This is an optimization exercise on Yosys and OpenROAD, whose aim is small area, a short achievable clock period and few clock cycles, not a production implementation. At most, simulation tests tie the RTL to the original design; equivalence was not proved. Function not checked in run 1: the RTL went through the layout flow alone. Power is estimated from default activity; no workload was simulated.

**design.v**
```verilog
module RiscvSingleCycle_riscv_core (
    input var logic clk,
    input var logic rst,  
    output var logic [32-1:0] imem_addr ,
    input  var logic [32-1:0] imem_rdata,
    output var logic [32-1:0] dmem_addr ,
    output var logic [32-1:0] dmem_wdata,
    input  var logic [32-1:0] dmem_rdata,
    output var logic          dmem_we   ,
    output var logic          dmem_re
);
    logic [31:1]       fpc;     
    logic [31:0]       ir;      
    logic [15:1]       valid;   
    logic [15:1][31:0] regs;
    logic [3:0]        cnt;     
    logic              hi32;    
    logic              wb_we, wb_ld;    
    logic [3:0]        wb_rd;
    logic [31:0]       wb_val;          
    logic [31:0]       dm_addr;
    logic              dm_we, dm_re;
    logic is_lui, is_auipc, is_jal, is_jalr, is_br, is_ld, is_st, is_opimm, is_op, is_m, is_alur;
    logic use_b, sub, use1, use2;
    logic [2:0] f3;
    logic [3:0] rs1, rs2, rd;
    always_comb f3  = ir[14:12];
    always_comb rs1 = ir[18:15];
    always_comb rs2 = ir[23:20];
    always_comb rd  = ir[10:7];
    logic [31:0] imm_i, imm_s, imm_b, imm_u, imm_j;
    always_comb begin
        imm_i = {{20{ir[31]}}, ir[31:20]};
        imm_s = {{20{ir[31]}}, ir[31:25], ir[11:7]};
        imm_b = {{19{ir[31]}}, ir[31], ir[7], ir[30:25], ir[11:8], 1'b0};
        imm_u = {ir[31:12], 12'h0};
        imm_j = {{11{ir[31]}}, ir[31], ir[19:12], ir[20], ir[30:21], 1'b0};
    end
    logic [31:0] rs1v, rs2v;
    logic        ld_stall;
    always_comb begin
        rs1v = '0;
        rs2v = '0;
        for (int i = 1; i < 16; i++) begin
            rs1v = rs1v | (regs[i] & {32{valid[i] && rs1 == 4'(i)}});
            rs2v = rs2v | (regs[i] & {32{valid[i] && rs2 == 4'(i)}});
        end
        if (wb_we && wb_rd == rs1) rs1v = wb_val;
        if (wb_we && wb_rd == rs2) rs2v = wb_val;
        ld_stall = wb_we && wb_ld && ((use1 && wb_rd == rs1) || (use2 && wb_rd == rs2));
    end
    logic [31:0] alu_b, bx, sum, alu_res, shr, shl, sh_in;
    logic        cout, ltu, lts, eq, taken, ca;
    logic signed [32:0] sh_sin, sh_full;
    always_comb begin
        alu_b = use_b ? rs2v : (is_st ? imm_s : imm_i);
        bx    = alu_b ^ {32{sub}};
        ca    = sub;
        for (int i = 0; i < 32; i++) begin
            sum[i] = rs1v[i] ^ bx[i] ^ ca;
            ca     = (rs1v[i] & bx[i]) | (rs1v[i] & ca) | (bx[i] & ca);
        end
        cout  = ca;
        ltu   = !cout;
        lts   = (rs1v[31] ^ alu_b[31]) ? rs1v[31] : sum[31];
        eq    = rs1v == alu_b;
        case (f3)
            3'b000:  taken = eq;
            3'b001:  taken = !eq;
            3'b100:  taken = lts;
            3'b101:  taken = !lts;
            3'b110:  taken = ltu;
            3'b111:  taken = !ltu;
            default: taken = 1'b0;
        endcase
        for (int i = 0; i < 32; i++) sh_in[i] = f3[2] ? rs1v[i] : rs1v[31-i];
        sh_sin  = {f3[2] && ir[30] && rs1v[31], sh_in};
        sh_full = sh_sin >>> alu_b[4:0];
        shr     = sh_full[31:0];
        for (int i = 0; i < 32; i++) shl[i] = shr[31-i];
        case (f3)
            3'b000:  alu_res = sum;
            3'b001:  alu_res = shl;
            3'b010:  alu_res = {31'h0, lts};
            3'b011:  alu_res = {31'h0, ltu};
            3'b100:  alu_res = rs1v ^ alu_b;
            3'b101:  alu_res = shr;
            3'b110:  alu_res = rs1v | alu_b;
            default: alu_res = rs1v & alu_b;
        endcase
    end
    logic        first, m_short, mul_last, d_zero, d_big, div_last, m_last, is_div;
    logic        sa, sb, dsigned, a_neg, b_neg;
    logic [32:0] hi_in, a33, mul_hi;
    logic [31:0] lo_in, mul_lo, mul_res, a_mag, dv, r, q, res_pre, div_res, mdu_res;
    logic [37:0] mstep, op0, op1, op2, op3, op4, s1, c1, s2, c2, s3, c3;
    logic        neg3, cc;
    logic [32:0] x;
    logic [33:0] t;
    logic        neg, orx;
    always_comb begin
        is_div   = f3[2];
        first    = cnt == 4'd0;
        sa       = f3[1] ^ f3[0];             
        sb       = f3[1:0] == 2'b01;          
        dsigned  = !f3[0];                    
        a_neg    = dsigned && rs1v[31];
        b_neg    = dsigned && rs2v[31];
        m_short  = rs1v == 32'h0 || (sb ? (rs2v[31:3] == 29'h0 || rs2v[31:3] == 29'h1FFFFFFF) : rs2v[31:4] == 28'h0);
        mul_last = m_short || cnt == 4'd7;
        d_zero   = rs2v == 32'h0;
        d_big    = b_neg ? rs2v[31:28] != 4'hF : rs2v[31:28] != 4'h0;
        div_last = d_zero || (d_big ? cnt == 4'd1 : cnt == 4'd15);
        m_last   = is_div ? div_last : mul_last;
        orx = 1'b0;
        for (int i = 0; i < 32; i++) begin
            a_mag[i] = rs1v[i] ^ (a_neg & orx);
            orx      = orx | rs1v[i];
        end
        if (!first) begin
            hi_in = {hi32, dm_addr};
            lo_in = wb_val;
        end else if (!is_div) begin
            hi_in = 33'h0;
            lo_in = rs2v;
        end else if (d_big) begin
            hi_in = {5'h0, a_mag[31:4]};
            lo_in = {a_mag[3:0], 28'h0};
        end else begin
            hi_in = 33'h0;
            lo_in = a_mag;
        end
        a33  = {sa && rs1v[31], rs1v};
        neg3 = sb && mul_last && lo_in[3];
        op0  = {{5{hi_in[32]}}, hi_in};
        op1  = {{5{a33[32]}}, a33} & {38{lo_in[0]}};
        op2  = {{4{a33[32]}}, a33, 1'b0} & {38{lo_in[1]}};
        op3  = {{3{a33[32]}}, a33, 2'b0} & {38{lo_in[2]}};
        op4  = (({{2{a33[32]}}, a33, 3'b0} ^ {38{neg3}}) | {35'h0, {3{neg3}}}) & {38{lo_in[3]}};
        s1   = op0 ^ op1 ^ op2;
        c1   = {(op0[36:0] & op1[36:0]) | (op0[36:0] & op2[36:0]) | (op1[36:0] & op2[36:0]), 1'b0};
        s2   = s1 ^ c1 ^ op3;
        c2   = {(s1[36:0] & c1[36:0]) | (s1[36:0] & op3[36:0]) | (c1[36:0] & op3[36:0]), 1'b0};
        s3   = s2 ^ c2 ^ op4;
        c3   = {(s2[36:0] & c2[36:0]) | (s2[36:0] & op4[36:0]) | (c2[36:0] & op4[36:0]), neg3};
        cc   = 1'b0;
        for (int i = 0; i < 38; i++) begin
            mstep[i] = s3[i] ^ c3[i] ^ cc;
            cc       = (s3[i] & c3[i]) | (s3[i] & cc) | (c3[i] & cc);
        end
        mul_hi   = mstep[36:4];
        mul_lo   = {mstep[3:0], lo_in[31:4]};
        if (f3[1:0] == 2'b00) mul_res = m_short ? mstep[31:0] : mul_lo;
        else                  mul_res = m_short ? {{26{mstep[37]}}, mstep[37:32]} : mul_hi[31:0];
        dv = rs2v ^ {32{!b_neg}};
        r  = hi_in[31:0];
        q  = lo_in;
        for (int s = 0; s < 2; s++) begin
            x = {r, q[31]};
            t = {1'b0, x} + {1'b0, 1'b1, dv} + {33'h0, !b_neg};
            q = {q[30:0], t[33]};
            r = t[33] ? t[31:0] : x[31:0];
        end
        res_pre = f3[1] ? r : q;
        neg     = f3[1] ? a_neg : a_neg ^ b_neg;
        if (d_zero) div_res = f3[1] ? rs1v : 32'hFFFFFFFF;
        else begin
            orx = 1'b0;
            for (int i = 0; i < 32; i++) begin
                div_res[i] = res_pre[i] ^ (neg & orx);
                orx        = orx | res_pre[i];
            end
        end
        mdu_res = is_div ? div_res : mul_res;
    end
    logic [31:0] pcf, pcadd, pimm, pimm4, target, fnext, wd;
    logic        stall, redirect, we, cp;
    always_comb begin
        pcf   = {fpc, 1'b0};
        pimm  = is_br ? imm_b : (is_jal ? imm_j : imm_u);
        pimm4[1:0] = pimm[1:0];
        cp    = 1'b1;
        for (int i = 2; i < 32; i++) begin
            pimm4[i] = pimm[i] ^ cp;
            cp       = cp & !pimm[i];
        end
        cp    = 1'b0;
        for (int i = 0; i < 32; i++) begin
            pcadd[i] = pcf[i] ^ pimm4[i] ^ cp;
            cp       = (pcf[i] & pimm4[i]) | (pcf[i] & cp) | (pimm4[i] & cp);
        end
        stall    = ld_stall || (is_m && !m_last);
        redirect = is_jal || is_jalr || (is_br && taken);
        target   = is_jalr ? {sum[31:1], 1'b0} : pcadd;
        cp = 1'b1;
        for (int i = 2; i < 32; i++) begin
            fnext[i] = fpc[i] ^ cp;
            cp       = fpc[i] & cp;
        end
        fnext[1:0] = {fpc[1], 1'b0};
        we = is_lui || is_auipc || is_jal || is_jalr || is_opimm || is_alur || (is_m && m_last);
        if (is_lui)                   wd = imm_u;
        else if (is_auipc)            wd = pcadd;
        else if (is_jal || is_jalr)   wd = {fpc, 1'b0};
        else if (is_m)                wd = mdu_res;
        else                          wd = alu_res;
    end
    logic [6:0] nopc;
    logic [2:0] nf3;
    logic n_lui, n_auipc, n_jal, n_jalr, n_br, n_ld, n_st, n_opimm, n_op, n_m, n_alur, n_use_b, n_sub, n_use1, n_use2;
    always_comb begin
        nopc     = imem_rdata[6:0];
        nf3      = imem_rdata[14:12];
        n_lui    = nopc == 7'b0110111;
        n_auipc  = nopc == 7'b0010111;
        n_jal    = nopc == 7'b1101111;
        n_jalr   = nopc == 7'b1100111;
        n_br     = nopc == 7'b1100011;
        n_ld     = nopc == 7'b0000011;
        n_st     = nopc == 7'b0100011;
        n_opimm  = nopc == 7'b0010011;
        n_op     = nopc == 7'b0110011;
        n_m      = n_op && imem_rdata[31:25] == 7'b0000001;
        n_alur   = n_op && !n_m;
        n_use_b  = n_op || n_br;
        n_sub    = n_br || ((n_op || n_opimm) && nf3[2:1] == 2'b01) || (n_alur && nf3 == 3'b000 && imem_rdata[30]);
        n_use1   = n_jalr || n_br || n_ld || n_st || n_opimm || n_op;
        n_use2   = n_br || n_st || n_op;
    end
    always_comb imem_addr  = {fpc, 1'b0};
    always_comb dmem_addr  = dm_addr;
    always_comb dmem_wdata = wb_val;
    always_comb dmem_we    = dm_we;
    always_comb dmem_re    = dm_re;
    always_ff @ (posedge clk, negedge rst) begin
        if (!rst) begin
            fpc   <= '0;
            {is_lui, is_auipc, is_jal, is_jalr, is_br, is_ld, is_st, is_opimm, is_op, is_m, is_alur, use_b, sub, use1, use2} <= '0;
            cnt   <= 4'd0;
            wb_we <= 1'b0;
            wb_ld <= 1'b0;
            dm_we <= 1'b0;
            dm_re <= 1'b0;
            valid <= '0;
        end else begin
            if (!stall) begin
                fpc <= redirect ? target[31:1] : fnext[31:1];
                {is_lui, is_auipc, is_jal, is_jalr, is_br, is_ld, is_st, is_opimm, is_op, is_m, is_alur, use_b, sub, use1, use2} <=
                    redirect ? '0 :
                    {n_lui, n_auipc, n_jal, n_jalr, n_br, n_ld, n_st, n_opimm, n_op, n_m, n_alur, n_use_b, n_sub, n_use1, n_use2};
            end
            cnt   <= (is_m && !ld_stall && !m_last) ? cnt + 4'd1 : 4'd0;
            wb_we <= !stall && rd != 4'd0 && (we || is_ld);
            wb_ld <= !stall && is_ld;
            dm_we <= !stall && is_st;
            dm_re <= !stall && is_ld;
            if (wb_we) valid[wb_rd] <= 1'b1;
        end
    end
    always_ff @ (posedge clk) begin
        if (!stall) ir <= imem_rdata;
        wb_rd   <= rd;
        if (is_m && !m_last) begin
            wb_val  <= is_div ? q : mul_lo;
            {hi32, dm_addr} <= is_div ? {1'b0, r} : mul_hi;
        end else begin
            wb_val  <= is_st ? rs2v : wd;
            dm_addr <= sum;
        end
        if (wb_we) regs[wb_rd] <= wb_ld ? dmem_rdata : wb_val;
    end
endmodule
```
**flow/run.sh**
```bash
#!/bin/bash
# The standard layout (the standard.sh: ORFS synthesis to final layout,
# unchanged), with two changes to how the ports' paths are built:
#  - the buffers ORFS puts on every input and output port are plain
#    sky130_fd_sc_hd__buf_2 cells instead of the delay-buffer cells buffer_ports
#    picks by default;
#  - after placement, each flip-flop that drives an output port's buffer is
#    resized to its 4x drive strength (same cell function), then the placement
#    is legalized again (flow/upsize.tcl).
# Each tool's full output goes to a log file here (ORFS also keeps its per-step
# logs under orfs/logs/).
set -euo pipefail
export BUFFER_PORTS_ARGS="-buffer_cell sky130_fd_sc_hd__buf_2"
bash standard.sh place > flow_place.log 2>&1
R=orfs/results/$FLOW_PLATFORM/RiscvSingleCycle_riscv_core/base
UPSIZE_DB=$R/3_place.odb openroad -no_init -exit flow/upsize.tcl > upsize.log 2>&1
bash standard.sh > flow.log 2>&1
```
**flow/upsize.tcl**
```tcl
# Resize every flip-flop that drives an output port's buffer to 4x drive, then
# legalize the placement. Reads and rewrites $::env(UPSIZE_DB).
read_liberty $::env(FLOW_HOME)/platforms/sky130hd/lib/sky130_fd_sc_hd__tt_025C_1v80.lib
read_db $::env(UPSIZE_DB)
set n 0
foreach port [get_ports -filter "direction == output"] {
  set net [get_nets [get_name $port]]
  foreach drv [get_pins -of_objects $net -filter "direction == output"] {
    set buf [get_cells -of_objects $drv]
    foreach ip [get_pins -of_objects $buf -filter "direction == input"] {
      set n2 [get_nets -of_objects $ip]
      foreach p2 [get_pins -of_objects $n2 -filter "direction == output"] {
        set ff [get_cells -of_objects $p2]
        set m [get_property $ff ref_name]
        if {[regexp {^(sky130_fd_sc_hd__(dfxtp|dfrtp|dfstp|edfxtp))_[12]$} $m -> base]} {
          set to ${base}_4
          if {[llength [get_lib_cells */$to]] == 0} { set to ${base}_2 }
          if {[llength [get_lib_cells */$to]] == 0} { continue }
          puts "upsize [get_full_name $ff] $m -> $to"
          replace_cell $ff $to
          incr n
        }
      }
    }
  }
}
puts "upsized $n flip-flops"
detailed_placement
check_placement -verbose
write_db $::env(UPSIZE_DB)
```
**standard.sh**
```bash
#!/bin/bash
# synth_recipe.tcl (not shown) runs the flow's synth.tcl, then flattens the netlist and writes it again
# the make line also repeats each setting of config.mk as NAME=value (left out here)
make -C /OpenROAD-flow-scripts/flow DESIGN_CONFIG=/design/flow/config.mk WORK_HOME=/design/flow/orfs CLKGATE_MAP_FILE= SYNTH_SCRIPT=/design/flow/synth_recipe.tcl "${@:-finish}"
```
**config.mk**
```make
export PLATFORM = sky130hd
export DESIGN_NAME = RiscvSingleCycle_riscv_core
export DESIGN_NICKNAME = RiscvSingleCycle_riscv_core
export VERILOG_FILES = /design/flow/design.v
export SDC_FILE = /design/flow/constraint.sdc
export NUM_CORES = 4
export LEC_CHECK = 0
export CAP_MARGIN = 20
export CORE_MARGIN = 2
export CORE_UTILIZATION = 30
export PLACE_DENSITY = 0.4
export SLEW_MARGIN = 20
```
**constraint.sdc**
```tcl
create_clock -name core_clock -period 150.0 [get_ports {clk}]
set_input_delay 30.0000 -clock core_clock [delete_from_list [all_inputs] [get_ports {clk}]]
set_output_delay 30.0000 -clock core_clock [all_outputs]
set_load 0.01 [all_outputs]
```
==> results of run 1 <==
flip-flops by register name, indices dropped and copies added, names as in the netlist, 4 cells and up:
signal and count:
valid 15, wb_rd 4, dm_addr 32, ir 25, cnt 4, regs 480, fpc 31, wb_val 32
routing by layer:
| metal | up-vias | global-route usage |
|---|---|---|
| met3 | 680 | 0.0832 |
| met1 | 28000 | 0.485 |
| li1 | 23600 | - |
| met5 | - | 0 |
| met2 | 3638 | 0.470 |
| met4 | 8 | 0.165 |
where the power goes:
part | total [uW] | internal, uW | switching (uW)
registers | 225 | 207 | 18.2
clock network | 206 | 111 | 94.8
logic | 436 | 139 | 297
area by class of cell:
class,instances,area [um2]
Inverter,299,1120
Multi-Input combinational cell,4969,34400
Timing Repair Buffer,408,2690
Fill cell,19400,121000
Clock buffer,106,2260
Tap cell,2464,3080
Clock inverter,53,443
Antenna cell,7,17.5
Sequential cell,641,18500
logic make-up after synthesis:
group	count (synthesis)	synth area share
compound gates	2113	0.248
simple gates	1974	0.161
buf+inv	813	0.0572
flops	641	0.330
fa+ha+maj	399	0.117
mux	257	0.0504
xor+xnor	225	0.0357
other cells	1	0.0000679
critical path: stages (launching register included):
cell and delay (ns):
dfxtp_1 0.31, buf_4 0.30, buf_2 0.20
final timing paths:
kind,start,endpoint,slack [ns],cells past startpoint
hold / removal,is_opimm,is_opimm,0.48,2
max in group asynchronous,rst,wb_we,119.71,2
min in group asynchronous,rst,fpc[27],29.07,1
hold reg to reg,is_opimm,is_opimm,0.48,2
setup reg to reg,ir[16],wb_val[21],124.19,70
setup / recovery,wb_val[31],dmem_wdata[31],118.43,2
per-stage QoR:
stage	std cells	hold slack (ns)	power (uW)
after global routing	8940	0.516	899
after CTS	8940	0.487	854
after floorplan	6423	0.392	477
final	8947	0.485	867
after global placement	8779	0.470	643
after detailed placement	8781	0.471	643
layout by cell type, fill, tap and decap left out, types with 43 or more instances in the layout:
master	instances
nand3_1	120
o21ai_0	781
inv_1	281
edfxtp_1	506
xor2_1	74
a22o_1	55
and3_1	61
a21oi_1	318
o31ai_1	50
nor2b_1	56
ha_1	200
mux2i_1	183
a221oi_1	79
fa_1	197
a222oi_1	61
nor2_1	439
xnor2_1	151
nor3_1	71
a22oi_1	316
dfxtp_4	43
nand2_1	910
a21o_1	46
buf_4	245
nand4_1	55
a31oi_1	48
buf_2	161
a211oi_1	76
clkbuf_16	87
==> metrics.md, run 1 <==
| Metric | Value |
|---|---|
| Clk pin slew, worst setup/hold paths | 0.06 ns |
| Width of the die | roughly 430 um |
| Pre-CTS setup slack | approximately 120 ns |
| Initial antenna violation count | 14 |
| EDFF count, synth | a little over 500 |
| Pin count of the biggest net entering global routing | about 150 |
| Routed wl met2 | ~130000 um |
| Hold buffers post-CTS | 0 |
| Drt first pass iters | 8 |
| Cells after Synth | 6423 |
| Worst Path Arrival | 1.57 ns |
| Post-route cell area | approximately 63000 um2 |
| Initial Utilization | 0.302 |
| Share of the synthesized area in the top cell type | 0.275 |
| CORE AREA | 183000 um2 |
| Routed Antenna Nets | 0 |
| Routed via count | approximately 56k |
| Crit-path max FO | 7 |
| HPWL Detailed | roughly 220000 um |
| CTS Buf Count | 85 |
| Area leader, netlist | edfxtp_1 |
| Die ar. | roughly 190000 um2 |
| Synthesis warning total | 1 |
| Syn avg cell area | roughly 8.6 um2 |
| Min-delay worst type | reg -> reg |
| DRT met1 WL | between 100000 and 150000 um |
| GRT Total Usage | 0.339 |
| Syn Nets | 6887 |
| Crit share post-route | 0.210 |
| Dominant synthesized flop cell | edfxtp_1 |
| RSZ-0062 raised after global routing | no |
| Crit path capture type | output port |
| FF+latch count, synth | around 640 |
| Clock skew | ~0.09 ns |
| Maxcap violations | 0 |
| CTS Sinks | between 600 and 700 |
| Final setup fails | 0 |
| Met3 WL | between 30000 and 40000 um |
| Leak | ~0.024 uW |
| Hold Fails Final Rpt | 0 |
| Clock Path Buffers | 3 |
| Post-CTS setup buffers | 0 |
| Port Buf Inserts | ~160 |
| Synthesized area | between 50000 and 60000 um2 |
| RD Place Congestion | about 0.99 |
| Post_cts resized | 0 |
| CP startpoint kind | flip-flop |
| Global-route wire length before repair | around 450000 um |
| Max Fclk | roughly 0.032 GHz |
| Grt ovf | 0 |
| Clk root buf | clkbuf_16 |
| Relative slew slack | 0.151 |
| Die Y | 433 um |
| Synth area leaders | edfxtp_1, fa_1, o21ai_0, nand2_1, ha_1 |
| DRC violations left | 0 |
| Clk latency of the worst-skew pair | 0.77 ns |
| Final critical-path required period | roughly 32 ns |
| Utilization of the core after routing | 0.342 |
| Setup WS post-layout | about 120 ns |
| Total number of H-tree levels | 3 |
| Ys async rst share | 0.105 |
| Top-count cell post-synth | nand2_1 |
| DR WL/cell | between 30 and 40 um |
| Vias in the first global route | 52.6k |
| Max Slew Vio Count | 0 |
| Post-synth cell types | 120 |
| CTS tree | done |
| Max IR drop VDD | approximately 0.013 mV |
| Post-synth top cells | nand2_1, o21ai_0, edfxtp_1 |
| Required @ worst endpoint | around 120 ns |
| Iter 0 DRT Violations | between 8k and 9k |
| Via-to-Cell Ratio | about 6.2 |
| Num ports | 164 |
| Layout cell share with drive strength beyond 1 | 0.131 |
| Post-Route Setup TNS | 0 ns |
| Number of nets in the layout | between 6k and 7k |
| Routed wire length | around 330000 um |
| Number of cell rows | ~160 |
| Area growth, synth to finish | 13.2% |
| Power Dens Cells | roughly 14 nW/um2 |
| Dpl cell area | ~60000 um2 |
| Worst-Margin Slew | ~1.3 ns |
| Status | finished clean |
| Highest Signal Layer | met5 |
| Sequential area share after synthesis | 0.330 |
| Path type of the worst setup path | reg -> out |
==> inputs of run 2 (changes only) <==
--- a/design.v
+++ b/design.v
@@ -89,7 +89,7 @@
             default: alu_res = rs1v & alu_b;
         endcase
     end
-    logic        first, m_short, mul_last, d_zero, d_big, div_last, m_last, is_div;
+    logic        first, m_short, mul_last, d_zero, d_big, a8, a16, div_last, m_last, is_div;
     logic        sa, sb, dsigned, a_neg, b_neg;
     logic [32:0] hi_in, a33, mul_hi;
     logic [31:0] lo_in, mul_lo, mul_res, a_mag, dv, r, q, res_pre, div_res, mdu_res;
@@ -110,13 +110,15 @@
         mul_last = m_short || cnt == 4'd7;
         d_zero   = rs2v == 32'h0;
         d_big    = b_neg ? rs2v[31:28] != 4'hF : rs2v[31:28] != 4'h0;
-        div_last = d_zero || (d_big ? cnt == 4'd1 : cnt == 4'd15);
-        m_last   = is_div ? div_last : mul_last;
         orx = 1'b0;
         for (int i = 0; i < 32; i++) begin
             a_mag[i] = rs1v[i] ^ (a_neg & orx);
             orx      = orx | rs1v[i];
         end
+        a8       = a_mag[31:8] == 24'h0;
+        a16      = a_mag[31:16] == 16'h0;
+        div_last = d_zero || (d_big ? cnt == 4'd1 : (a8 ? cnt == 4'd3 : (a16 ? cnt == 4'd7 : cnt == 4'd15)));
+        m_last   = is_div ? div_last : mul_last;
         if (!first) begin
             hi_in = {hi32, dm_addr};
             lo_in = wb_val;
@@ -126,6 +128,12 @@
         end else if (d_big) begin
             hi_in = {5'h0, a_mag[31:4]};
             lo_in = {a_mag[3:0], 28'h0};
+        end else if (a8) begin
+            hi_in = 33'h0;
+            lo_in = {a_mag[7:0], 24'h0};
+        end else if (a16) begin
+            hi_in = 33'h0;
+            lo_in = {a_mag[15:0], 16'h0};
         end else begin
             hi_in = 33'h0;
             lo_in = a_mag;
==> metrics.md, run 2 <==
| Metric | Value |
|---|---|
| Worst-Margin Slew | between 1 and 1.5 ns |
| Top-count cell post-synth | nand2_1 |
| Commonest non-fill, non-tap cell in the layout | nand2_1 |
| Power, Total | 906 uW |
| Biggest register | regs |
| Iter 0 DRT Violations | 8966 |
| CTS Sinks | ~640 |
| Worst Hold Path EP | wb_rd[2] |
| Path type of the worst setup path | reg -> out |
| Status | finished clean |
| Worst Hold Launch | ir[9] |
| Post-Route Setup TNS | 0 ns |
| Vias in the first global route | around 53k |
| Number of cell rows | about 160 |
| Layout fillers | 19.6k |
| CORE AREA | about 190000 um2 |
| Clock skew | between 0.07 and 0.08 ns |
| CTS tree | done |
| Max Fclk | approximately 0.032 GHz |
| Post-synth cell types | between 100 and 150 |
| Reg2reg path depth | 74 |
| Commonest cells after routing, fill and taps aside | nand2_1, o21ai_0, edfxtp_1, nor2_1, inv_1 |
| Area growth, synth to finish | 12.9% |
| Ys async rst share | 0.105 |
| RR Endpoint | wb_val[13] |
| Leak | between 0.02 and 0.025 uW |
| Die Y | between 400 and 500 um |
| Drt first pass iters | 7 |
| Met3 usage | 0.0912 |
| Syn avg cell area | slightly below 9 um2 |
| Total number of H-tree levels | 3 |
| Sequential area share after synthesis | 0.326 |
| GRT busiest layer | met1 |
| Num ports | roughly 160 |
| Critical path depth in cells | 1 |
| Crit share post-route | 0.211 |
| Dominant synthesized flop cell | edfxtp_1 |
| Hold buffers post-CTS | 0 |
| Max IR drop VDD | 0.0159 mV |
| Number of nets in the layout | around 7k |
| Reg2Reg Setup Slack | roughly 120 ns |
| Biggest regs | regs (480), dm_addr (32), wb_val (32) |
| CP Cell Sequence | buf_2 |
| Clk pin slew, worst setup/hold paths | around 0.05 ns |
| Global-route wire length before repair | around 460000 um |
| GR Util met1 | 0.481 |
| Hold slack | about 0.46 ns |
| Required @ worst endpoint | between 100 and 150 ns |
| RD Place Congestion | between 0.9 and 1 |
| Reg2reg start | ir[18] |
| HPWL Detailed | about 230000 um |
| Slowest cell on crit path | dfrtp_4 |
| Initial antenna violation count | 22 |
| Hold Path Cell Cnt | 0 |
| Initial Utilization | 0.302 |
| Routed via count | between 50k and 60k |
| Syn Nets | 6931 |
| Pin count of the biggest net entering global routing | ~170 |
| Final setup fails | 0 |
| Clk root buf | clkbuf_16 |
| Clock Path Buffers | 3 |
| FF+latch count, synth | roughly 640 |
| Post-CTS setup buffers | 0 |
| Delay-heaviest family, CP | flip-flops |
| Synthesis warning total | 1 |
| Final critical-path required period | around 32 ns |
| DR WL/cell | 37.4 um |
| Max Slew Vio Count | 0 |
| Share of the synthesized area in the top cell type | 0.272 |
| Area leader, netlist | edfxtp_1 |
| Worst Path Arrival | between 1.5 and 2 ns |
| Die ar. | between 150000 and 200000 um2 |
| Crit-path max FO | 8 |
| Post-synth top cells | nand2_1, o21ai_0, edfxtp_1 |
| Relative slew slack | 0.166 |
| Routed Antenna Nets | 0 |
| EDFF count, synth | about 500 |
| Hold Fails Final Rpt | 0 |
| Synthesized area | 55900 um2 |
| DRC violations left | 0 |
| RSZ-0062 raised after global routing | no |
| Grt ovf | 0 |
| Met2 Usage GRT | 0.475 |
| Via-to-Cell Ratio | around 6.3 |
| GRT Total Usage | 0.342 |
| CP startpoint kind | flip-flop |
| Routed wire length | 337000 um |
| Worst Path Buf+Inv | 1 |
| Crit path capture type | output port |
| Post_cts resized | 0 |
| Crit-path max cell delay | ~0.57 ns |
| Min-delay worst type | reg -> reg |
| Synth area leaders | edfxtp_1, fa_1, o21ai_0, nand2_1, ha_1 |
| Power Dens Cells | around 14 nW/um2 |
| Layout cell share with drive strength beyond 1 | 0.131 |
| Clk latency of the worst-skew pair | between 0.7 and 0.8 ns |
| Width of the die | approximately 440 um |
| Port Buf Inserts | approximately 160 |
| Max FFs per register | 480 |
| Maxcap violations | 0 |
| CTS Buf Count | 85 |
| Cells after Synth | 6464 |
-- run 2: changes by cell type after synthesis, sizes merged, moves of 33 or more --
| cell | change |
|---|---|
| a22o | +86 |
| a21oi | -39 |
| nor2b | -33 |
| and3 | +49 |
| a22oi | -57 |
| inv | +39 |
-- run 2: metal layers --
metal / routed length (um) / up-vias
met5: 42 / -
met4: 20700 / 6
met3: 38100 / 789
met2: 134000 / 3978
met1: 144000 / 28500
li1: - / 23800
-- run 2: how the worst max path moves through the flow --
stage,startpoint,to,slack (ns)
floorplan,wb_we,wb_val[22],118.15
global placement,dmem_rdata[5],regs[37],118.42
detailed placement,dmem_rdata[5],regs[101],118.40
CTS,dm_re,dmem_re,118.34
global route,dm_re,dmem_re,118.36
finish,dm_re,dmem_re,118.36
-- run 2: area by class of cell --
cell class	count	area, um2	share of cell area
clock buffers	106	2240	0.0354
well taps	2480	3100	0.0492
multi-input cells	4956	34600	0.548
flip-flops and latches	641	18500	0.293
diodes	16	40.0	0.000634
clock inverters	53	647	0.0102
repair buffers	413	2720	0.0431
inverters	342	1300	0.0206
-- run 2: per-stage QoR --
step	area, um2	worst slack, ns	instances	util
2_1_floorplan	55900	118.15	6464	-
3_3_place_gp	59900	118.42	8830	0.323
3_5_place_dp	59900	118.40	8831	0.323
4_1_cts	63000	118.34	8990	0.340
5_1_grt	63100	118.36	8992	0.341
6_report	63100	118.36	9007	0.341
-- run 2: cell families after synthesis --
group	count (synthesis)	share of synthesized area
compound gates	2124	0.253
simple gates	1951	0.157
buf+inv	867	0.0631
flops	641	0.326
fa+ha+maj	401	0.116
mux	278	0.0524
xor+xnor	201	0.0315
other cells	1	0.0000671
-- run 2: power breakdown --
group	internal, uW	leakage, uW	switching [uW]	total [uW]
Combinational	143	0.0172	317	461
Sequential	207	0.00602	19.0	226
Clock	126	0.00139	92.9	219
Testbench counts of run 2, summed over its fixed seeds: cycles 94,172.
==> inputs of run 3 (changes only) <==
==> flow/run.sh (replaced) <==
#!/bin/bash
# The standard layout (the standard.sh: ORFS synthesis to final layout,
# unchanged), with two changes to how the ports' paths are built:
#  - the buffers ORFS puts on every input and output port are plain
#    sky130_fd_sc_hd__buf_2 cells instead of the delay-buffer cells buffer_ports
#    picks by default;
#  - after global placement (where the port buffers are added), each flip-flop
#    that drives an output port's buffer is resized to its 4x drive strength
#    (same cell function) and the placement legalized (flow/upsize.tcl); the
#    standard flow then continues with its repair, detailed placement, CTS and
#    routing.
# Each tool's full output goes to a log file here (ORFS also keeps its per-step
# logs under orfs/logs/).
set -euo pipefail
export BUFFER_PORTS_ARGS="-buffer_cell sky130_fd_sc_hd__buf_2"
R=$PWD/orfs/results/$FLOW_PLATFORM/RiscvSingleCycle_riscv_core/base
bash standard.sh $R/3_3_place_gp.odb > flow_gp.log 2>&1
UPSIZE_DB=$R/3_3_place_gp.odb openroad -no_init -exit flow/upsize.tcl > upsize.log 2>&1
bash standard.sh > flow.log 2>&1
--- a/flow/upsize.tcl
+++ b/flow/upsize.tcl
@@ -1,5 +1,6 @@
-# Resize every flip-flop that drives an output port's buffer to 4x drive, then
-# legalize the placement. Reads and rewrites $::env(UPSIZE_DB).
+# Resize every flip-flop that drives an output port's buffer to 4x drive.
+# Reads and rewrites $::env(UPSIZE_DB), a global placement: the standard flow's
+# detailed placement legalizes it afterwards.
 read_liberty $::env(FLOW_HOME)/platforms/sky130hd/lib/sky130_fd_sc_hd__tt_025C_1v80.lib
 read_db $::env(UPSIZE_DB)
 set n 0
@@ -25,6 +26,4 @@
   }
 }
 puts "upsized $n flip-flops"
-detailed_placement
-check_placement -verbose
 write_db $::env(UPSIZE_DB)
--- a/config.mk
+++ b/config.mk
@@ -7,6 +7,6 @@
 export LEC_CHECK = 0
 export CAP_MARGIN = 20
 export CORE_MARGIN = 2
-export CORE_UTILIZATION = 30
-export PLACE_DENSITY = 0.4
+export CORE_UTILIZATION = 45
+export PLACE_DENSITY = 0.55
 export SLEW_MARGIN = 20
==> metrics.md, run 3 <==
| Metric | Value |
|---|---|
| Clk latency of the worst-skew pair | 0.73 ns |
| Pin count of the biggest net entering global routing | 184 |
| Via-to-Cell Ratio | 7.16 |
| EDFF count, synth | between 500 and 600 |
| Die ar. | between 100000 and 150000 um2 |
| Post-Route Setup TNS | 0 ns |
| Hold buffers post-CTS | 0 |
| CP Cell Sequence | buf_4, buf_2 |
| Leak | about 0.024 uW |
| RSZ-0062 raised after global routing | no |
| Worst Hold Launch | ir[9] |
| GRT Total Usage | 0.478 |
| Synth area leaders | edfxtp_1, fa_1, o21ai_0, nand2_1, ha_1 |
| Commonest non-fill, non-tap cell in the layout | nand2_1 |
| Syn Nets | slightly below 7k |
| DRC violations left | 0 |
| Worst-Margin Slew | 1.19 ns |
| Number of nets in the layout | roughly 6.9k |
| Post-synth top cells | nand2_1, o21ai_0, edfxtp_1 |
| Biggest register | regs |
| Cells after Synth | 6464 |
| Global-route wire length before repair | 427000 um |
| FF+latch count, synth | between 600 and 700 |
| Final critical-path required period | ~32 ns |
| Maxcap violations | 0 |
| Reg2reg start | ir[16] |
| CTS Buf Count | 80 |
| Share of the synthesized area in the top cell type | 0.272 |
| Crit-path max cell delay | around 0.30 ns |
| Reg2Reg Setup Slack | roughly 120 ns |
| Min-delay worst type | reg -> reg |
| Sequential area share after synthesis | 0.326 |
| Routed wire length | around 310000 um |
| Clock skew | slightly below 0.06 ns |
| Power Dens Cells | around 14 nW/um2 |
| CP startpoint kind | flip-flop |
| CTS tree | done |
| Hold slack | between 0.4 and 0.5 ns |
| Max IR drop VDD | about 0.022 mV |
| Width of the die | 357 um |
| Reg2reg path depth | 73 |
| Layout cell share with drive strength beyond 1 | 0.128 |
| Crit share post-route | 0.210 |
| Die Y | around 360 um |
| Drt first pass iters | 10 |
| Num ports | between 150 and 200 |
| Area growth, synth to finish | 10.5% |
| Worst Hold Path EP | wb_rd[2] |
| Initial antenna violation count | 25 |
| Vias in the first global route | 53.2k |
| Synthesized area | around 56000 um2 |
| Status | finished clean |
| Port Buf Inserts | 162 |
| Grt ovf | 0 |
| Clk pin slew, worst setup/hold paths | about 0.06 ns |
| Synthesis warning total | 1 |
| Post-synth cell types | roughly 110 |
| Max Slew Vio Count | 0 |
| Max Fclk | between 0.03 and 0.04 GHz |
| Worst Path Arrival | between 1.5 and 2 ns |
| Path type of the worst setup path | reg -> out |
| Syn avg cell area | around 8.7 um2 |
| Top-count cell post-synth | nand2_1 |
| Commonest cells after routing, fill and taps aside | nand2_1, o21ai_0, edfxtp_1, nor2_1, inv_1 |
| Utilization of the core after routing | 0.501 |
| HPWL Detailed | between 200000 and 250000 um |
| CORE AREA | 123000 um2 |
| Routed Antenna Nets | 0 |
| DR WL/cell | ~38 um |
| Clk root buf | clkbuf_16 |
| Hold Fails Final Rpt | 0 |
| Origin of the worst setup path | wb_val[4] |
| Slowest cell on crit path | dfxtp_1 |
| Post-CTS setup buffers | 0 |
| Number of cell rows | 129 |
| RD Place Congestion | between 1 and 1.5 |
| Clock Path Buffers | 3 |
| Required @ worst endpoint | roughly 120 ns |
| Total number of H-tree levels | 3 |
| Area leader, netlist | edfxtp_1 |
| Crit-path max FO | 6 |
| Dominant synthesized flop cell | edfxtp_1 |
| Routed via count | between 50k and 60k |
| Ys async rst share | 0.105 |
| Final setup fails | 0 |
| Relative slew slack | 0.199 |
| Hold Path Cell Cnt | 0 |
| Iter 0 DRT Violations | roughly 11k |
| Initial Utilization | 0.453 |
| Max FFs per register | 480 |
| CTS Sinks | about 640 |
| Biggest regs | regs (480), dm_addr (32), wb_val (32) |
| RR Endpoint | wb_val[14] |
| Crit path capture type | output port |
| Post_cts resized | 0 |
run 3: cell counts after synthesis:
Identical to the previous run, type by type.
run 3: power breakdown:
| part | internal [uW] | total (uW) | switching (uW) |
|---|---|---|---|
| combinational | 142 | 456 | 314 |
| clock | 114 | 204 | 89.3 |
| sequential | 207 | 225 | 17.8 |
| total | 464 | 885 | 421 |
run 3: layout make-up:
class / instances / area [um2]
clock inverter: 53 / 576
timing repair buffer: 407 / 2700
antenna: 12 / 30.0
multi-input combinational: 4956 / 34500
clock buffer: 96 / 2080
fill: 12000 / 61700
sequential: 641 / 18500
tap: 1637 / 2050
inverter: 342 / 1300
run 3: cell families (layout without fill, tap and decap cells):
logic type / Yosys count / count (layout) / share of synthesized area
mux: 278 / 278 / 0.0524
fa+ha+maj: 401 / 401 / 0.116
flops: 641 / 641 / 0.326
xor+xnor: 201 / 201 / 0.0315
other cells: 1 / 13 / 0.0000671
buf+inv: 867 / 898 / 0.0631
compound gates: 2124 / 2124 / 0.253
simple gates: 1951 / 1951 / 0.157
run 3: per-layer routing:
metal,part of all wire,global-route usage,wire [um]
met1,0.39,0.660,121000
met3,0.16,0.192,50600
met5,0.00064,0.00556,200
met2,0.38,0.625,118000
met4,0.071,0.270,22300
run 3: stage by stage:
step	std cells	instance area, um2	power (uW)	setup WS (ns)
finish	8144	61800	885	118.46
global route	8134	61800	910	118.48
CTS	8128	61700	857	118.47
detailed placement	7979	59000	654	118.41
global placement	7978	58700	648	118.46
floorplan	6464	55900	483	118.15
run 3: how the worst max path moves through the flow:
stage                           to  slack [ns]
floorplan               wb_val[22]      118.15
global placement         regs[329]      118.46
detailed placement       regs[320]      118.41
CTS                 dmem_wdata[24]      118.47
global route         dmem_wdata[4]      118.48
finish               dmem_wdata[4]      118.46
run 3: critical path, delay by kind of cell (launching register included):
kind / cells / cell delay [ns]
flip-flops: 1 / 0.30
buffers and inverters: 2 / 0.49
==> inputs of run 4 (changes only) <==
--- a/config.mk
+++ b/config.mk
@@ -8,5 +8,7 @@
 export CAP_MARGIN = 20
 export CORE_MARGIN = 2
 export CORE_UTILIZATION = 45
+export CTS_CLUSTER_DIAMETER = 60
+export CTS_CLUSTER_SIZE = 20
 export PLACE_DENSITY = 0.55
 export SLEW_MARGIN = 20
==> metrics.md, run 4 <==
| Metric | Value |
|---|---|
| Synthesis warning total | 1 |
| Dominant synthesized flop cell | edfxtp_1 |
| Clock skew | ~0.057 ns |
| Hold Path Cell Cnt | 2 |
| Vias in the first global route | ~53k |
| Routed Antenna Nets | 0 |
| Biggest regs | regs (480), dm_addr (32), wb_val (32) |
| Max FFs per register | 480 |
| Routed wl met2 | roughly 120000 um |
| Max Slew Vio Count | 0 |
| Num ports | about 160 |
| Cells after Synth | around 6.5k |
| Worst Hold Path EP | use1 |
| Reg2reg path depth | 73 |
| Worst Hold Launch | use1 |
| Hold Fails Final Rpt | 0 |
| Post-CTS setup buffers | 0 |
| DRT met1 WL | approximately 120000 um |
| Top-count cell post-synth | nand2_1 |
| Post-synth cell types | 112 |
| Die Y | approximately 360 um |
| Worst Path Arrival | between 1.5 and 2 ns |
| Routed wire length | roughly 310000 um |
| CTS tree | done |
| Biggest register | regs |
| Clk root buf | clkbuf_16 |
| Global-route wire length before repair | 427000 um |
| Synth area leaders | edfxtp_1, fa_1, o21ai_0, nand2_1, ha_1 |
| Initial antenna violation count | 29 |
| Crit path capture type | output port |
| Utilization of the core after routing | 0.504 |
| CORE AREA | 123000 um2 |
| Status | finished clean |
| Sequential area share after synthesis | 0.326 |
| Required @ worst endpoint | ~120 ns |
| RD Place Congestion | 1.08 |
| EDFF count, synth | about 500 |
| Syn avg cell area | 8.65 um2 |
| Area growth, synth to finish | 11.4% |
| Layout fillers | 11.9k |
| Iter 0 DRT Violations | ~11k |
| Slowest cell on crit path | dfxtp_1 |
| Clk pin slew, worst setup/hold paths | around 0.080 ns |
| Max IR drop VDD | ~0.022 mV |
| Clock Path Buffers | 3 |
| Total number of H-tree levels | 3 |
| Commonest non-fill, non-tap cell in the layout | nand2_1 |
| Number of cell rows | 129 |
| Ys async rst share | 0.105 |
| CTS Sinks | 641 |
| Max Fclk | 0.0317 GHz |
| CP startpoint kind | flip-flop |
| Via-to-Cell Ratio | between 7 and 8 |
| Relative slew slack | 0.189 |
| Min-delay worst type | reg -> reg |
| GRT Total Usage | 0.478 |
| Crit-path max FO | 5 |
| Reg2Reg Setup Slack | roughly 120 ns |
| DR WL/cell | about 38 um |
| Clk latency of the worst-skew pair | around 0.74 ns |
| Post_cts resized | 0 |
| Crit share post-route | 0.210 |
| Port Buf Inserts | approximately 160 |
| Commonest cells after routing, fill and taps aside | nand2_1, o21ai_0, edfxtp_1, nor2_1, inv_1 |
| Worst-Margin Slew | around 1.2 ns |
| Share of the synthesized area in the top cell type | 0.272 |
| Power Dens Cells | approximately 15 nW/um2 |
| Highest Signal Layer | met5 |
| Number of nets in the layout | around 7k |
| Grt ovf | 0 |
| Initial Utilization | 0.453 |
| Crit-path max cell delay | around 0.32 ns |
| Hold buffers post-CTS | 0 |
| FF+latch count, synth | approximately 640 |
| Maxcap violations | 0 |
| Pin count of the biggest net entering global routing | approximately 180 |
| Leak | approximately 0.025 uW |
| Die ar. | ~130000 um2 |
| Path type of the worst setup path | reg -> out |
| DRC violations left | 0 |
| CTS Buf Count | 85 |
| Met3 WL | between 50000 and 60000 um |
| CP Cell Sequence | buf_4, buf_2 |
| Width of the die | between 300 and 400 um |
| Synthesized area | about 56000 um2 |
| RR Endpoint | wb_val[14] |
| Area leader, netlist | edfxtp_1 |
| Reg2reg start | ir[16] |
| Final critical-path required period | 31.51 ns |
| HPWL Detailed | ~210000 um |
| Drt first pass iters | 9 |
| Layout cell share with drive strength beyond 1 | 0.133 |
| Post-Route Setup TNS | 0 ns |
| Syn Nets | 6931 |
| Final setup fails | 0 |
| Post-synth top cells | nand2_1, o21ai_0, edfxtp_1 |
| RSZ-0062 raised after global routing | no |
| Routed via count | roughly 59k |
run 4: cells by family after synthesis:
group,Yosys count,synth area share
muxes,278,0.0524
adders and majority gates,401,0.116
DFF,641,0.326
xor gates and xnor gates,201,0.0315
other,1,0.0000671
buffers and inverters,867,0.0631
AOI/OAI and AO/OA,2124,0.253
and+or+nand+nor,1951,0.157
run 4: power breakdown:
part,total [uW],switching (uW),leakage [uW],internal (uW)
combinational,456,314,0.0171,142
sequential,225,17.8,0.00603,207
clock,225,98.4,0.00150,126
run 4: layout make-up:
type                       instances  area [um2]  area share
antenna                           28        70.1     0.00112
clock buffer                     100        2400      0.0386
clock inverter                    58         703      0.0113
inverter                         342        1300      0.0209
multi-input combinational       4956       34500       0.555
sequential                       641       18500       0.297
tap                             1637        2050      0.0329
timing repair buffer             407        2690      0.0432
run 4: worst max-delay path by stage:
stage	slack, ns	end	cells after the start	startpoint
4_1_cts	118.49	dmem_wdata[27]	2	wb_val[27]
5_1_grt	118.50	dmem_wdata[4]	2	wb_val[4]
3_5_place_dp	118.41	regs[320]	3	dmem_rdata[0]
6_report	118.49	dmem_wdata[27]	2	wb_val[27]
3_3_place_gp	118.46	regs[329]	3	dmem_rdata[9]
2_1_floorplan	118.15	wb_val[22]	73	wb_we
run 4: metrics by stage:
step	total power, uW	setup WS [ns]	instances	area [um2]	hold WS [ns]
3_3_place_gp	648	118.46	7978	58700	0.441
5_1_grt	930	118.50	8143	62200	0.481
4_1_cts	879	118.49	8137	62100	0.478
3_5_place_dp	654	118.41	7979	59000	0.452
2_1_floorplan	483	118.15	6464	55900	0.392
6_report	906	118.49	8169	62300	0.479
run 4: routing by layer:
layer | GRT usage | vias to the layer above
met5 | 0.0126 | -
met4 | 0.273 | 24
met3 | 0.186 | 1058
met2 | 0.626 | 5142
met1 | 0.661 | 28700
li1 | - | 23800
run 4: critical path, delay by kind of cell (launching register included):
family / cells / cell delay, ns
buffers and inverters: 2 / 0.47
flip-flops: 1 / 0.32
==> inputs of run 5 (changes only) <==
--- a/config.mk
+++ b/config.mk
@@ -8,7 +8,7 @@
 export CAP_MARGIN = 20
 export CORE_MARGIN = 2
 export CORE_UTILIZATION = 45
-export CTS_CLUSTER_DIAMETER = 60
-export CTS_CLUSTER_SIZE = 20
+export CTS_CLUSTER_DIAMETER = 80
+export CTS_CLUSTER_SIZE = 24
 export PLACE_DENSITY = 0.55
 export SLEW_MARGIN = 20
==> metrics.md, run 5 <==
| Metric | Value |
|---|---|
| Hold slack | 0.470 ns |
| Final setup fails | 0 |
| Pin count of the biggest net entering global routing | 184 |
| Maxcap violations | 0 |
| Max Slew Vio Count | 0 |
| Area growth, synth to finish | 9.26% |
| Syn Nets | a little under 7k |
| Status | finished clean |
| Max FFs per register | 480 |
| FF+latch count, synth | roughly 640 |
| Post-route cell area | between 60000 and 70000 um2 |
| Cells after Synth | 6464 |
| Commonest cells after routing, fill and taps aside | nand2_1, o21ai_0, edfxtp_1, nor2_1, inv_1 |
| Clock power frac | 0.191 |
| Drt first pass iters | 13 |
| Synthesis warning total | 1 |
| RSZ-0062 raised after global routing | no |
| Crit share post-route | 0.210 |
| Clock skew | between 0.08 and 0.09 ns |
| Required @ worst endpoint | around 120 ns |
| Worst Path Arrival | ~1.5 ns |
| Die Y | around 360 um |
| Post-Route Setup TNS | 0 ns |
| CTS tree | done |
| CP startpoint kind | flip-flop |
| Power Dens Cells | 13.8 nW/um2 |
| Routed Antenna Nets | 0 |
| Number of nets in the layout | slightly below 7k |
| Biggest regs | regs (480), dm_addr (32), wb_val (32) |
| Ys async rst share | 0.105 |
| Grt ovf | 0 |
| Max IR drop VDD | 0.0218 mV |
| Layout fillers | roughly 12k |
| Initial antenna violation count | 27 |
| Crit path capture type | output port |
| Post-CTS setup buffers | 0 |
| Area leader, netlist | edfxtp_1 |
| Width of the die | around 360 um |
| DR WL/cell | ~39 um |
| Crit-path max FO | 5 |
| Routed via count | ~58k |
| CORE AREA | about 120000 um2 |
| Number of cell rows | 129 |
| Comb pwr share | 0.542 |
| Iter 0 DRT Violations | approximately 11k |
| Clock Path Buffers | 3 |
| GRT Total Usage | 0.476 |
| GR Util met1 | 0.651 |
| Top-count cell post-synth | nand2_1 |
| Total number of H-tree levels | 2 |
| Dominant synthesized flop cell | edfxtp_1 |
| Sw frac | 0.498 |
| Share of the synthesized area in the top cell type | 0.272 |
| Hold Fails Final Rpt | 0 |
| Path type of the worst setup path | reg -> out |
| HPWL Detailed | approximately 210000 um |
| Final critical-path required period | roughly 32 ns |
| RD Place Congestion | 1.08 |
| Routed wire length | 312000 um |
| Post-synth cell types | between 100 and 150 |
| Worst-Margin Slew | 1.21 ns |
| DRC violations left | 0 |
| Hold buffers post-CTS | 0 |
| Post_cts resized | 0 |
| Sequential Power Share | 0.267 |
| Power, Total | approximately 840 uW |
| Global-route wire length before repair | ~430000 um |
| EDFF count, synth | ~510 |
| Clk latency of the worst-skew pair | between 0.7 and 0.8 ns |
| Net Switching | approximately 420 uW |
| CTS Buf Count | 52 |
| CTS Sinks | between 600 and 700 |
| Leak | between 0.02 and 0.025 uW |
| Utilization of the core after routing | 0.495 |
| Initial Utilization | 0.453 |
| Min-delay worst type | reg -> reg |
| Biggest register | regs |
| Die ar. | between 100000 and 150000 um2 |
| Clk pin slew, worst setup/hold paths | around 0.1 ns |
| Internal power | approximately 420 uW |
| Max Fclk | about 0.032 GHz |
| Dpl cell area | a little under 60000 um2 |
| Vias in the first global route | between 50k and 60k |
| GRT busiest layer | met1 |
| Commonest non-fill, non-tap cell in the layout | nand2_1 |
| Relative slew slack | 0.188 |
| Sequential area share after synthesis | 0.326 |
| Synthesized area | ~56000 um2 |
| Post-synth top cells | nand2_1, o21ai_0, edfxtp_1 |
| Port Buf Inserts | about 160 |
| Synth area leaders | edfxtp_1, fa_1, o21ai_0, nand2_1, ha_1 |
| Num ports | about 160 |
| Met3 usage | 0.196 |
| Met2 Usage GRT | 0.623 |
| Clk root buf | clkbuf_16 |
| Layout cell share with drive strength beyond 1 | 0.125 |
| Syn avg cell area | 8.65 um2 |
| Via-to-Cell Ratio | between 7 and 8 |
[run 5: cell count changes in the layout (fill, tap and decap cells not counted), moves of 4 or more]
cell	change
clkbuf_16	-41
clkinvlp_4	-6
diode_2	-6
clkinv_4	+4
inv_6	-4
inv_8	-4
[run 5: cells by family after synthesis]
family	synth area share
other	0.0000671
muxes	0.0524
DFF	0.326
buffers and inverters	0.0631
and+or+nand+nor	0.157
AOI/OAI and AO/OA	0.253
adders and majority gates	0.116
xor gates and xnor gates	0.0315
[run 5: path summary, 6_finish.rpt]
| kind | depth (start not counted) | slack (ns) | endpoint | startpoint |
|---|---|---|---|---|
| max in group asynchronous | 2 | 119.76 | cnt[1] | rst |
| hold / removal | 0 | 0.47 | wb_rd[2] | ir[9] |
| setup reg to reg | 73 | 122.79 | wb_val[14] | ir[15] |
| setup / recovery | 2 | 118.48 | dmem_wdata[27] | wb_val[27] |
| hold reg to reg | 0 | 0.47 | wb_rd[2] | ir[9] |
| min in group asynchronous | 1 | 29.19 | fpc[11] | rst |
[run 5: cell type report]
class	instances	area [um2]	share of cell area
sequential	641	18500	0.303
multi-input combinational	4956	34500	0.565
clock inverter	42	581	0.00950
antenna	22	55.1	0.000901
inverter	342	1300	0.0213
tap	1637	2050	0.0335
clock buffer	54	1330	0.0218
timing repair buffer	408	2720	0.0445
[run 5: per-layer routing]
metal,vias up,wire [um],share of wire
li1,23700,-,-
met1,28300,120000,0.39
met2,5160,119000,0.38
met3,992,51300,0.16
met4,24,21400,0.069
met5,-,412,0.0013
[run 5: through the flow]
stage / std cells / setup WS (ns)
final: 8102 / 118.48
after global routing: 8084 / 118.51
after CTS: 8075 / 118.49
after detailed placement: 7979 / 118.41
after global placement: 7978 / 118.46
after floorplan: 6464 / 118.15
[run 5: power by group through the flow]
| stage | logic (uW) | clock network (uW) | registers, uW |
|---|---|---|---|
| floorplan | 260 | 0 | 223 |
| global placement | 424 | 0 | 224 |
| detailed placement | 426 | 0 | 228 |
| CTS | 429 | 161 | 224 |
| global route | 474 | 167 | 225 |
| finish | 457 | 161 | 225 |
[run 5: worst max-delay path: stages, from the launching register on]
cell and delay, ns:
dfxtp_1 0.32, buf_4 0.28, buf_2 0.19
==> inputs of run 6 (changes only) <==
--- a/config.mk
+++ b/config.mk
@@ -7,8 +7,8 @@
 export LEC_CHECK = 0
 export CAP_MARGIN = 20
 export CORE_MARGIN = 2
-export CORE_UTILIZATION = 45
+export CORE_UTILIZATION = 55
 export CTS_CLUSTER_DIAMETER = 80
 export CTS_CLUSTER_SIZE = 24
-export PLACE_DENSITY = 0.55
+export PLACE_DENSITY = 0.65
 export SLEW_MARGIN = 20
==> metrics.md, run 6 <==
| Metric | Value |
|---|---|
| Status | finished clean |
| Via-to-Cell Ratio | around 7.7 |
| HPWL Detailed | approximately 200000 um |
| Dominant synthesized flop cell | edfxtp_1 |
| DRC violations left | 0 |
| Post-Route Setup TNS | 0 ns |
| Total number of H-tree levels | 2 |
| Biggest register | regs |
| RD Place Congestion | around 1.1 |
| Placed Cells | between 7k and 8k |
| Port Buf Inserts | 162 |
| Synth area leaders | edfxtp_1, fa_1, o21ai_0, nand2_1, ha_1 |
| DRT met1 WL | roughly 100000 um |
| Reg2Reg Setup Slack | 121.89 ns |
| Post-synth top cells | nand2_1, o21ai_0, edfxtp_1 |
| Syn avg cell area | 8.65 um2 |
| Final critical-path required period | roughly 31 ns |
| Max Slew Vio Count | 0 |
| Post-CTS setup buffers | 0 |
| Layout fillers | ~8.8k |
| CP startpoint kind | flip-flop |
| Hold buffers post-CTS | 0 |
| Sequential area share after synthesis | 0.326 |
| Relative slew slack | 0.106 |
| Leak | ~0.024 uW |
| Iter 0 DRT Violations | around 13k |
| Clk root buf | clkbuf_16 |
| Top-count cell post-synth | nand2_1 |
| Final non-filler cell total | around 8k |
| DR WL/cell | ~38 um |
| CTS Buf Count | 48 |
| Biggest regs | regs (480), dm_addr (32), wb_val (32) |
| Layout cell share with drive strength beyond 1 | 0.119 |
| Routed Antenna Nets | 0 |
| EDFF count, synth | about 510 |
| Area growth, synth to finish | 7.88% |
| Path type of the worst setup path | reg -> out |
| RSZ-0062 raised after global routing | no |
| Initial antenna violation count | 32 |
| Maxcap violations | 0 |
| Routed via count | approximately 60k |
| Post-synth cell types | between 100 and 150 |
| Dpl cell area | approximately 59000 um2 |
| Crit-path max FO | 5 |
| FF+latch count, synth | roughly 640 |
| Hold Fails Final Rpt | 0 |
| GRT Total Usage | 0.551 |
| Setup WS post-layout | 118.52 ns |
| CTS tree | done |
| Required @ worst endpoint | between 100 and 150 ns |
| Clk latency of the worst-skew pair | 0.73 ns |
| Pin count of the biggest net entering global routing | 183 |
| Syn Nets | approximately 6.9k |
| Grt ovf | 0 |
| Max Fclk | between 0.03 and 0.04 GHz |
| Commonest cells after routing, fill and taps aside | nand2_1, o21ai_0, edfxtp_1, nor2_1, inv_1 |
| Width of the die | 323 um |
| Post_cts resized | 0 |
| Met3 WL | ~58000 um |
| Worst Path Arrival | roughly 1.5 ns |
| Number of nets in the layout | ~7k |
| Synthesized area | 55900 um2 |
| Die Y | between 300 and 400 um |
| Area leader, netlist | edfxtp_1 |
| Synthesis warning total | 1 |
| Pre-CTS setup slack | 118.45 ns |
| Routed wire length | a little under 300000 um |
| Vias in the first global route | 54.1k |
| Final setup fails | 0 |
| Crit path capture type | output port |
| Max FFs per register | between 400 and 500 |
| Clk pin slew, worst setup/hold paths | approximately 0.090 ns |
| Initial Utilization | 0.557 |
| Clock skew | about 0.087 ns |
| Power Dens Cells | roughly 14 nW/um2 |
| Share of the synthesized area in the top cell type | 0.272 |
| Worst-Margin Slew | 1.34 ns |
| Crit share post-route | 0.210 |
| CORE AREA | around 100000 um2 |
| Global-route wire length before repair | 407000 um |
| Clock Path Buffers | 3 |
| Num ports | roughly 160 |
| Highest Signal Layer | met5 |
| Routed wl met2 | roughly 110000 um |
| CTS Sinks | approximately 640 |
| Ys async rst share | 0.105 |
| Die ar. | roughly 100000 um2 |
| Max IR drop VDD | between 0.015 and 0.02 mV |
| Min-delay worst type | reg -> reg |
| Cells after Synth | 6464 |
| Power, Total | between 800 and 900 uW |
| Number of cell rows | 116 |
| Drt first pass iters | 17 |
| Post-route cell area | about 60000 um2 |
| Commonest non-fill, non-tap cell in the layout | nand2_1 |
run 6: cell counts after synthesis:
Identical to the previous run, type by type.
run 6: routing by layer:
metal | up-vias | global-route usage
met4 | 32 | 0.344
met1 | 28200 | 0.712
met5 | - | 0.0144
met2 | 6321 | 0.701
li1 | 23600 | -
met3 | 1610 | 0.304
run 6: kinds of logic (layout without fill, tap and decap cells):
logic type / count (synthesis) / count (layout) / share of synthesized area
AOI/OAI and AO/OA: 2124 / 2124 / 0.253
and+or+nand+nor: 1951 / 1951 / 0.157
buffers and inverters: 867 / 817 / 0.0631
DFF: 641 / 641 / 0.326
adders and majority gates: 401 / 401 / 0.116
muxes: 278 / 278 / 0.0524
xor gates and xnor gates: 201 / 201 / 0.0315
other: 1 / 38 / 0.0000671
run 6: stage by stage:
step / hold slack, ns / utilization
6_report: 0.489 / 0.601
3_3_place_gp: 0.466 / 0.580
2_1_floorplan: 0.392 / -
5_1_grt: 0.490 / 0.600
4_1_cts: 0.488 / 0.599
3_5_place_dp: 0.463 / 0.583
run 6: path summary, 6_finish.rpt:
| path | from | to | depth (start not counted) |
|---|---|---|---|
| worst max-delay path | wb_val[18] | dmem_wdata[18] | 2 |
| worst min-delay path | ir[9] | wb_rd[2] | 0 |
| worst max register to register | ir[15] | wb_val[14] | 70 |
| worst min register to register | ir[9] | wb_rd[2] | 0 |
| max in group asynchronous | rst | fpc[1] | 1 |
| min in group asynchronous | rst | fpc[16] | 1 |
run 6: layout make-up:
class,count,area (um2),area share
clock buffers,57,1270,0.0210
diodes,37,92.6,0.00153
well taps,1357,1700,0.0281
multi-input cells,4956,34500,0.572
repair buffers,393,2580,0.0427
clock inverters,25,342,0.00566
flip-flops and latches,641,18500,0.307
inverters,342,1300,0.0215
run 6: critical path, cell delays in order (launching register included):
cell     delay, ns
dfxtp_1       0.32
buf_4         0.27
buf_2         0.19
run 6: power breakdown:
| part | internal, uW | leakage, uW | switching (uW) |
|---|---|---|---|
| Clock | 64.7 | 0.000784 | 80.7 |
| Sequential | 207 | 0.00603 | 16.7 |
| Combinational | 142 | 0.0170 | 313 |
| Total | 414 | 0.0239 | 410 |

[what the ideal ports hide]
Ports are ideal in the flow. The routed layouts listed here were re-timed in OpenROAD.
Step 1, drivers: a clkbuf_16 drives clk and a buf_2 each remaining input, both assumed.
Step 2 moves the port delays by t, midway between the first and last clock arrival at a register: inputs arrive t later, outputs are due t later. That takes back most of the time a late clock gives input paths.
Three values: ideal, step 1, step 2; two values: the first two.
run | t, ns | setup slack, ns | worst hold slack (ns) | slew at the worst register clock pin (ns) | pins driven straight from the clock port
run 1 | 0.810 | 118.427 / 118.346 / 118.512 | 0.485 / 0.485 / 0.485 | 0.07 / 0.07 | 1
run 2 | 0.794 | 118.360 / 118.278 / 118.337 | 0.462 / 0.462 / 0.462 | 0.07 / 0.07 | 1
run 3 | 0.784 | 118.464 / 118.383 / 118.402 | 0.453 / 0.453 / 0.453 | 0.07 / 0.07 | 1
run 4 | 0.794 | 118.489 / 118.403 / 118.419 | 0.479 / 0.479 / 0.479 | 0.08 / 0.08 | 1
run 5 | 0.783 | 118.484 / 118.404 / 118.440 | 0.470 / 0.470 / 0.470 | 0.11 / 0.11 | 1
run 6 | 0.766 | 118.515 / 118.439 / 118.405 | 0.489 / 0.489 / 0.489 | 0.11 / 0.11 | 1
After both steps setup and hold are still met in every run listed. The setup slack of run 6, which loses most, moves by -0.076 ns with the drivers and by -0.110 ns with both steps.
